This is an optimization exercise on Yosys and OpenROAD, whose aim is a short achievable clock period and few clock cycles, not a production implementation.
The RTL was checked by simulation tests, not by an equivalence proof against the original design.
Power is estimated from default activity; no workload was simulated.

==> flow/design.v <==
module cpu (
    input clk,               
    input reset,             
    output reg [31:0] iaddr,     
    input [31:0] idata,      
    output reg [31:0] daddr,     
    input [31:0] drdata,     
    output reg [31:0] dwdata,    
    output reg [3:0] dwe         
);
    reg [31:0] drdata_f;         
    wire [4:0] rs1, rs2, rd;     
    wire [31:0] rv1, rv2, r_rv2, rv2_imm, rvout, rwdata, PCplus4, Br_Adder;  
    wire [5:0] ALUop;                
    reg Br_Ok;                       
    wire RegWrite, ALUSrc;           
    wire [1:0] PCSrc, ToReg;         
    parameter [6:0] LUI = 7'b0110111,
                    AUIPC = 7'b0010111,
                    JAL = 7'b1101111,
                    JALR = 7'b1100111,
                    BRANCH = 7'b1100011,
                    LOAD = 7'b0000011,
                    STORE = 7'b0100011,
                    OPIMM = 7'b0010011,
                    OP = 7'b0110011;
    alu32 u4(
        .op(ALUop),
        .rv1(rv1),
        .rv2(rv2),
        .rvout(rvout)
    );
    regfile u5(
        .reset(reset),
        .clk(clk),
        .rs1(rs1),
        .rs2(rs2),
        .rd(rd),
        .we(RegWrite),
        .wdata(rwdata),
        .rv1(rv1),
        .rv2(r_rv2)
    );
    decoder u6(
        .instr(idata),
        .Br_Ok(Br_Ok),
        .RegWrite(RegWrite),
        .ALUSrc(ALUSrc),
        .PCSrc(PCSrc),
        .ToReg(ToReg),
        .rv2_imm(rv2_imm),
        .ALUop(ALUop),
        .rs1(rs1),
        .rs2(rs2),
        .rd(rd)
    );
    always @(posedge clk) begin
        if (reset) begin
            iaddr <= 0;
        end else begin 
            case (PCSrc)                                        
                2'b10 : iaddr <= rvout;                          
                2'b01 : iaddr <= Br_Adder;                       
                default : iaddr <= PCplus4;                      
            endcase
        end
    end
    assign PCplus4 = iaddr + 4;                                  
    assign Br_Adder = iaddr + rv2_imm;                           
    assign rv2 = (ALUSrc) ? rv2_imm : r_rv2;                     
    assign rwdata = (ToReg == 2'b01) ? drdata_f :                
                    (ToReg == 2'b10) ? PCplus4 :                 
                    (ToReg == 2'b11) ? Br_Adder : rvout;         
    always @(*) begin                                
        case (idata[6:0])
            STORE : begin                                                           
                daddr = rvout;                                                      
                drdata_f = drdata;                                                  
                Br_Ok = 0;                                                          
                if(idata[14:12] == 3'b010 && rvout[1:0] == 2'b00) begin              
                    dwe = 4'b1111;
                    dwdata = r_rv2;
                end
                else if(idata[14:12] == 3'b001 && rvout[1:0] == 2'b00) begin         
                    dwe = 4'b0011;
                    dwdata = r_rv2;
                end
                else if(idata[14:12] == 3'b001 && rvout[1:0] == 2'b10) begin         
                    dwe = 4'b1100;
                    dwdata = { r_rv2[15:0],{16{1'b0}} };
                end
                else if(idata[14:12] == 3'b000 && rvout[1:0] == 2'b00) begin         
                    dwe = 4'b0001;
                    dwdata = r_rv2;
                end
                else if(idata[14:12] == 3'b000 && rvout[1:0] == 2'b01) begin         
                    dwe = 4'b0010;
                    dwdata = { {16{1'b0}}, r_rv2[7:0], {8{1'b0}} };
                end
                else if(idata[14:12] == 3'b000 && rvout[1:0] == 2'b10) begin         
                    dwe = 4'b0100;
                    dwdata = { {8{1'b0}}, r_rv2[7:0], {16{1'b0}} };
                end
                else if(idata[14:12] == 3'b000 && rvout[1:0] == 2'b11) begin         
                    dwe = 4'b1000;
                    dwdata = { r_rv2[7:0], {24{1'b0}} };
                end
                else begin
                    dwe = 4'b0000;
                    dwdata = r_rv2;
                end
            end
            LOAD : begin                                                            
                dwe = 4'b0000;                                                      
                daddr = rvout;                                                      
                dwdata = r_rv2;                                                     
                Br_Ok = 0;                                                          
                if(idata[14:12] == 3'b001 && rvout[1:0] == 2'b00) begin              
                    drdata_f = { {16{drdata[15]}}, drdata[15:0] };
                end
                else if(idata[14:12] == 3'b001 && rvout[1:0] == 2'b10) begin         
                    drdata_f = { {16{drdata[31]}}, drdata[31:16] }; 
                end
                else if(idata[14:12] == 3'b101 && rvout[1:0] == 2'b00) begin         
                    drdata_f = { {16{1'b0}}, drdata[15:0] };
                end 
                else if(idata[14:12] == 3'b101 && rvout[1:0] == 2'b10) begin         
                    drdata_f = { {16{1'b0}}, drdata[31:16] }; 
                end
                else if(idata[14:12] == 3'b000 && rvout[1:0] == 2'b00) begin         
                    drdata_f = { {24{drdata[7]}}, drdata[7:0] };
                end
                else if(idata[14:12] == 3'b000 && rvout[1:0] == 2'b01) begin         
                    drdata_f = { {24{drdata[15]}}, drdata[15:8] };
                end
                else if(idata[14:12] == 3'b000 && rvout[1:0] == 2'b10) begin         
                    drdata_f = { {24{drdata[23]}}, drdata[23:16] };
                end
                else if(idata[14:12] == 3'b000 && rvout[1:0] == 2'b11) begin         
                    drdata_f = { {24{drdata[31]}}, drdata[31:24] };
                end
                else if(idata[14:12] == 3'b100 && rvout[1:0] == 2'b00) begin         
                    drdata_f = { {24{1'b0}}, drdata[7:0] };
                end
                else if(idata[14:12] == 3'b100 && rvout[1:0] == 2'b01) begin         
                    drdata_f = { {24{1'b0}}, drdata[15:8] };
                end
                else if(idata[14:12] == 3'b100 && rvout[1:0] == 2'b10) begin         
                    drdata_f = { {24{1'b0}}, drdata[23:16] };
                end
                else if(idata[14:12] == 3'b100 && rvout[1:0] == 2'b11) begin         
                    drdata_f = { {24{1'b0}}, drdata[31:24] };
                end
                else begin                                                           
                    drdata_f = drdata;
                end
            end
            BRANCH : begin
                dwe = 4'b0000;
                daddr = {32{1'b0}};
                dwdata = r_rv2;
                drdata_f = drdata;
                case (idata[14:12])                                                  
                    3'b001, 3'b100, 3'b110 : Br_Ok = rvout != 0;                    
                    3'b000, 3'b101, 3'b111 : Br_Ok = rvout == 0;                    
                    default : Br_Ok = 1;
                endcase
            end
            default : begin
                dwe = 4'b0000;
                daddr = {32{1'b0}};
                dwdata = r_rv2;
                drdata_f = drdata;
                Br_Ok = 0;
            end
        endcase
    end
endmodule
module decoder(
    input  [31:0] instr,         
    input  Br_Ok,                
    output RegWrite,             
    output ALUSrc,               
    output [1:0] PCSrc,          
    output [1:0] ToReg,          
    output [31:0] rv2_imm,       
    output [5:0] ALUop,          
    output [4:0] rs1,            
    output [4:0] rs2,            
    output [4:0] rd              
);
    parameter [6:0] LUI = 7'b0110111,
                    AUIPC = 7'b0010111,
                    JAL = 7'b1101111,
                    JALR = 7'b1100111,
                    BRANCH = 7'b1100011,
                    LOAD = 7'b0000011,
                    STORE = 7'b0100011,
                    OPIMM = 7'b0010011,
                    OP = 7'b0110011;
    assign ALUop = (instr[6:0] == OP || instr[6:0] == OPIMM) ? {instr[30],instr[14:12],instr[5:4]} :    
                   (instr[6:0] == BRANCH && instr[14] == 0) ? 6'b100011 :                               
                   (instr[6:0] == BRANCH && instr[14] == instr[13]) ? 6'b001111 :                       
                   (instr[6:0] == BRANCH && instr[14] == 1) ? 6'b001011 : 6'b000001;                    
    assign rs1 = (instr[6:0] == LUI) ? 5'b00000 : instr[19:15];                                        
    assign rs2 = instr[24:20];                                                                                      
    assign rd =  instr[11:7];                                                                           
    assign RegWrite = (instr[6:0] != BRANCH) && (instr[6:0] != STORE);                                
    assign ALUSrc = (instr[6:0] != BRANCH && instr[6:0] != OP);                                       
    assign PCSrc = (instr[6:0] == JALR) ? 2'b10 :                                                     
                   (instr[6:0] == JAL || (instr[6:0] == BRANCH && Br_Ok)) ? 2'b01 : 2'b00;            
    assign ToReg = (instr[6:0] == LOAD) ? 2'b01 :                                                  
                      (instr[6:0] == JAL || instr[6:0] == JALR) ? 2'b10 :                             
                      (instr[6:0] == AUIPC) ? 2'b11 : 2'b00;                                          
    assign rv2_imm = (instr[6:0] == LUI || instr[6:0] == AUIPC) ? { instr[31:12], {12{1'b0}} } :                                     
                     (instr[6:0] == JAL) ? { {11{instr[31]}}, instr[31], instr[19:12], instr[20], instr[30:21], 1'b0 } :             
                     (instr[6:0] == BRANCH) ? { {19{instr[31]}}, instr[31], instr[7], instr[30:25], instr[11:8], 1'b0 } :            
                     (instr[6:0] == STORE) ? { {20{instr[31]}}, instr[31:25], instr[11:7] } : { {20{instr[31]}}, instr[31:20] };     
endmodule
module alu32(
    input [5:0] op,       
    input [31:0] rv1,     
    input [31:0] rv2,     
    output [31:0] rvout   
);
    reg signed [31:0] rout;  
    assign rvout = rout;     
    always @(rv1 or rv2 or op) begin                 
        case (op)                                    
            6'b000001, 6'b100001, 6'b000011 : begin  
                rout = rv1 + rv2;
            end
            6'b001001, 6'b101001, 6'b001011 : begin  
                rout = $signed(rv1) < $signed(rv2);
            end
            6'b001101, 6'b101101, 6'b001111 : begin  
                rout = $unsigned(rv1) < $unsigned(rv2);
            end
            6'b010001, 6'b110001, 6'b010011 : begin  
                rout = rv1 ^ rv2;
            end
            6'b011001, 6'b111001, 6'b011011 : begin  
                rout = rv1 | rv2;
            end
            6'b011101, 6'b111101, 6'b011111 : begin  
                rout = rv1 & rv2;
            end
            6'b000101, 6'b000111 : begin             
                rout = rv1 << rv2[4:0];              
            end
            6'b010101, 6'b010111 : begin             
                rout = rv1 >> rv2[4:0];              
            end
            6'b110101, 6'b110111 : begin             
                rout = $signed(rv1) >>> rv2[4:0];             
            end
            6'b100011 : begin                        
                rout = rv1 - rv2;
            end
            default : begin                          
                rout = {32{1'b0}};
            end
        endcase
    end
endmodule
module regfile(
    input [4:0] rs1,      
    input [4:0] rs2,      
    input [4:0] rd,       
    input we,             
    input [31:0] wdata,   
    output [31:0] rv1,    
    output [31:0] rv2,    
    input clk,            
    input reset           
);
    reg [31:0] reg_arr [0:31];  
    assign rv1 = (rs1 == 5'd0) ? {32{1'b0}} : reg_arr[rs1];
    assign rv2 = (rs2 == 5'd0) ? {32{1'b0}} : reg_arr[rs2];
    always @(posedge clk) begin
        if(!reset && we && rd)  
            reg_arr[rd] <= wdata;
    end
endmodule
==> flow/run.sh <==
#!/bin/bash
# synth_recipe.tcl (not shown) runs the flow's synth.tcl, then flattens the netlist and writes it again
# the make line also repeats each setting of config.mk as NAME=value (left out here)
make -C /OpenROAD-flow-scripts/flow DESIGN_CONFIG=/design/flow/config.mk WORK_HOME=/design/flow/orfs CLKGATE_MAP_FILE= SYNTH_SCRIPT=/design/flow/synth_recipe.tcl finish
==> flow/config.mk <==
export PLATFORM = sky130hd
export DESIGN_NAME = cpu
export DESIGN_NICKNAME = cpu
export VERILOG_FILES = /design/flow/design.v
export SDC_FILE = /design/flow/constraint.sdc
export NUM_CORES = 4
export LEC_CHECK = 0
export CAP_MARGIN = 20
export CORE_MARGIN = 2
export CORE_UTILIZATION = 40
export SETUP_SLACK_MARGIN = 1
export SLEW_MARGIN = 20
==> flow/constraint.sdc <==
create_clock -name core_clock -period 12.0 [get_ports {clk}]
set_input_delay 2.4000 -clock core_clock [delete_from_list [all_inputs] [get_ports {clk}]]
set_output_delay 2.4000 -clock core_clock [all_outputs]
set_load 0.01 [all_outputs]
==> impl_metrics.ini <==
[setup_path]
path_delay_family = buffers and inverters
cp_max_fo = 8
crit_arrival_ns = 8.69
start_kind = primary input
endpoint_kind = primary output
worstSetupPathType = primary input to primary output
max_stage_delay_ns = 0.53
path_common_cell = buf_6
crit_path_top_delay_cell = mux4_2
critPathBufInv = 12
cp.required_ns = 9.60

[logic_synthesis]
async_flop_share_pct = 0
synth_flop_cell = edfxtp_1
syn_avg_cell_area_sq_um = 12.0
synthCells = 5401
ys_seq_area_share_pct = 48.6
yosysWarnings = 3
synth_area_leaders = edfxtp_1 (48%), mux4_2 (12%), mux2i_1 (3.1%)
synth_seq_cells = 1056
yosysMostFrequentCell = edfxtp_1
synth_top_cell_by_area = edfxtp_1
synth_top_area_share_pct = 47.6
syn_area_sq_um = 64600
synth_edf_count = 1024
yosysUniqueCellTypes = 108
synthTopCellsByCount = edfxtp_1 (1024), nand2_1 (425), a21oi_1 (375)

[clocking]
cts_buffers = 114
cts_sinks = 1056
cts_root_buf = clkbuf_16
cts_tree = yes
clock_latency_ns = 0.78
cts_max_level = 3
cts_max_path_buffers = 3
clk_pin_slew_ns = 0.05
cts_hold_buf = 0

[place]
place.gp.congestion = 1.05
dp.cells = 7908
hpwl_um = 204000
numPortBuffers = 165

[cells_and_area]
drive_gt1_share_pct = 27.8
fin_cells = 8250
final_util_pct = 49.4
seqCellArea_sq_um = 31400
nets = 6185
n_fill_cell = 14100
multiInputGateArea_sq_um = 32300
area_delta_synth_final_pct = 22.7

[hold_path]
min_path_type = flip-flop to flip-flop

[die]
rows = 147
pin_count = 166
die-height_um = 406
initial_core_util_pct = 40.3
die_x_um = 406
dieArea_sq_um = 165000
core-area_sq_um = 160000

[timing]
rsz0062_at_grt = true
clock_skew_ns = 0.0824
min_period_over_period_pct = 92.5
finalCriticalPeriod_ns = 11.09
setup-tns-final_ns = 0
relSlewSlack_pct = 27.2
fmaxAchievable_mhz = 90.1
worst_slew_pin_slew_ns = 1.09
finalSetupViolCount = 0
finalMaxSlewViolations = 0
final_hold_viol_count = 0
whs_ns = 0.647

[power_and_ir_drop]
max-vdd-ir-drop_v = 0.000132
seqPwrFrac_pct = 39.5
power.internal_w = 0.00778
leakagePower_nw = 28.3
clockPowerShare_pct = 31.9
power.net_switching_w = 0.00382
total_power_w = 0.0116
power_frac_comb_pct = 28.6
power_density_nw_per_um2 = 146
p_sw_share_pct = 33.0

[run_status]
status = no timing/DRC/antenna violations

[route]
drt-initial-drc-count = 8584
vias = 56300
ant_nets = 0
routedWlPerCell_um = 36.9
wl_um = 305000
first_pass_iters = 9
drc_errors = 0
viasPerCell = 6.82

[grt]
grt_overflow = 0
grt_max_degree = 69
grt_pass1_wl_um = 415000
grt_pass1_vias = 52900
grtUsageMet3_pct = 8.66
grtUsageMet2_pct = 55.3
grt_usage_pct = 35.8
grt_antenna_before_repair = 12
gr-max-usage-layer = met2
use_met1_pct = 45.3

[run]
maxCapViolCount = 0
cell type report:
class                   count  area share, %
clock buffers             127           3.66
inverters                 135          0.668
clock inverters            89           1.29
diodes                      7         0.0221
multi-input cells        3802           40.7
flip-flops and latches   1056           39.6
repair buffers            874           10.6
well taps                2160           3.41
final timing paths:
check / start / endpoint / slack (ns) / depth (start not counted)
worst max register to register: u5.reg_arr[15][0] / iaddr[18] / 3.79 / 33
worst min-delay path: iaddr[0] / iaddr[0] / 0.65 / 2
worst min register to register: iaddr[0] / iaddr[0] / 0.65 / 2
worst max-delay path: idata[20] / dwdata[23] / 0.91 / 29
layout by cell type, fill, tap and decap left out, drive strengths merged, types with 40 or more instances in the layout:
cell type,instances
ha,133
clkdlybuf4s50,110
nand3,122
a221oi,80
a31oi,49
o22ai,125
mux2,138
clkinv,64
edfxtp,1024
and2,40
nor3,75
mux4,349
o211ai,85
a21o,103
o21ai,268
inv,137
clkbuf,160
xnor2,56
nand2,425
a21oi,377
buf,709
a22oi,118
a211oi,141
nor2,306
mux2i,200
nor2b,47
routing by layer:
metal / vias to the layer above / share of wire [%]
li1: 22700 / -
met1: 28400 / 36
met2: 4341 / 45
met3: 911 / 11
met4: 4 / 7.6
met5: - / 0.0095
cell families after synthesis:
| group | count (synthesis) | share of synthesized area, % |
|---|---|---|
| xor gates and xnor gates | 80 | 1.09 |
| and+or+nand+nor | 1217 | 8.76 |
| other | 1 | 0.00581 |
| buffers and inverters | 574 | 3.88 |
| muxes | 687 | 17.7 |
| AOI/OAI and AO/OA | 1650 | 17.3 |
| adders and majority gates | 136 | 2.67 |
| DFF | 1056 | 48.6 |
per-stage QoR:
| stage | worst slack, ns | area, sq um |
|---|---|---|
| CTS | 0.739 | 77600 |
| detailed placement | -0.718 | 72800 |
| floorplan | 0.998 | 64900 |
| finish | 0.906 | 79200 |
| global placement | -0.730 | 72800 |
| global route | 0.812 | 79200 |
state kept, by name, summed over array words and instances, names as in the netlist:
register    count
iaddr          32
u5.reg_arr   1024
worst register-to-register path, delay by kind of cell (launching register included):
| kind | cells | cell delay [ns] |
|---|---|---|
| and+or+nand+nor | 10 | 1.93 |
| AOI/OAI and AO/OA | 12 | 3.41 |
| adders and majority gates | 2 | 0.62 |
| DFF | 1 | 0.40 |
| muxes | 1 | 0.47 |
| buffers and inverters | 8 | 1.28 |
power by group through the flow:
stage	registers (W)	logic (W)	clock network, W
3_5_place_dp	0.00465	0.00308	0
3_3_place_gp	0.00465	0.00307	0
5_1_grt	0.00458	0.00342	0.00387
6_report	0.00458	0.00332	0.00371
2_1_floorplan	0.00466	0.00151	0
4_1_cts	0.00458	0.00314	0.00372
repair_timing:
item                                    CTS  global route
endpoints found under the setup margin   58            53
gates resized for setup                 143           239
hold endpoints to repair                  0             0
pin swaps                                21            59
cloned                                    7            11
setup buffers                            29            72
Testbench counts, summed over its fixed seeds: cycles 119,298.

==> afterwards: timing with drivers on the ports <==
No port has a modelled driver above. Below, the same layout with a new extraction and two added sets of constraints. Step 1: set_driving_cell puts a clkbuf_16 on clk and a buf_2 on each other input, an assumption about the parent block. Step 2 moves the port delays by t, midway between the first and last clock arrival at a register: inputs arrive t later, outputs are due t later. That takes back most of the time a late clock gives input paths. Slacks: ideal / step 1 / step 2; pairs: ideal / step 1.
t, ns: 0.827
slack for setup (ns): 0.906 / 0.642 / 0.642
hold slack, ns: 0.647 / 0.647 / 0.647
worst setup path after step 2: input to output
slew at the worst register clock pin (ns): 0.07 / 0.07
After both steps this run still meets setup and hold. The setup slack of this run moves by -0.264 ns with the drivers and by -0.264 ns with both steps.
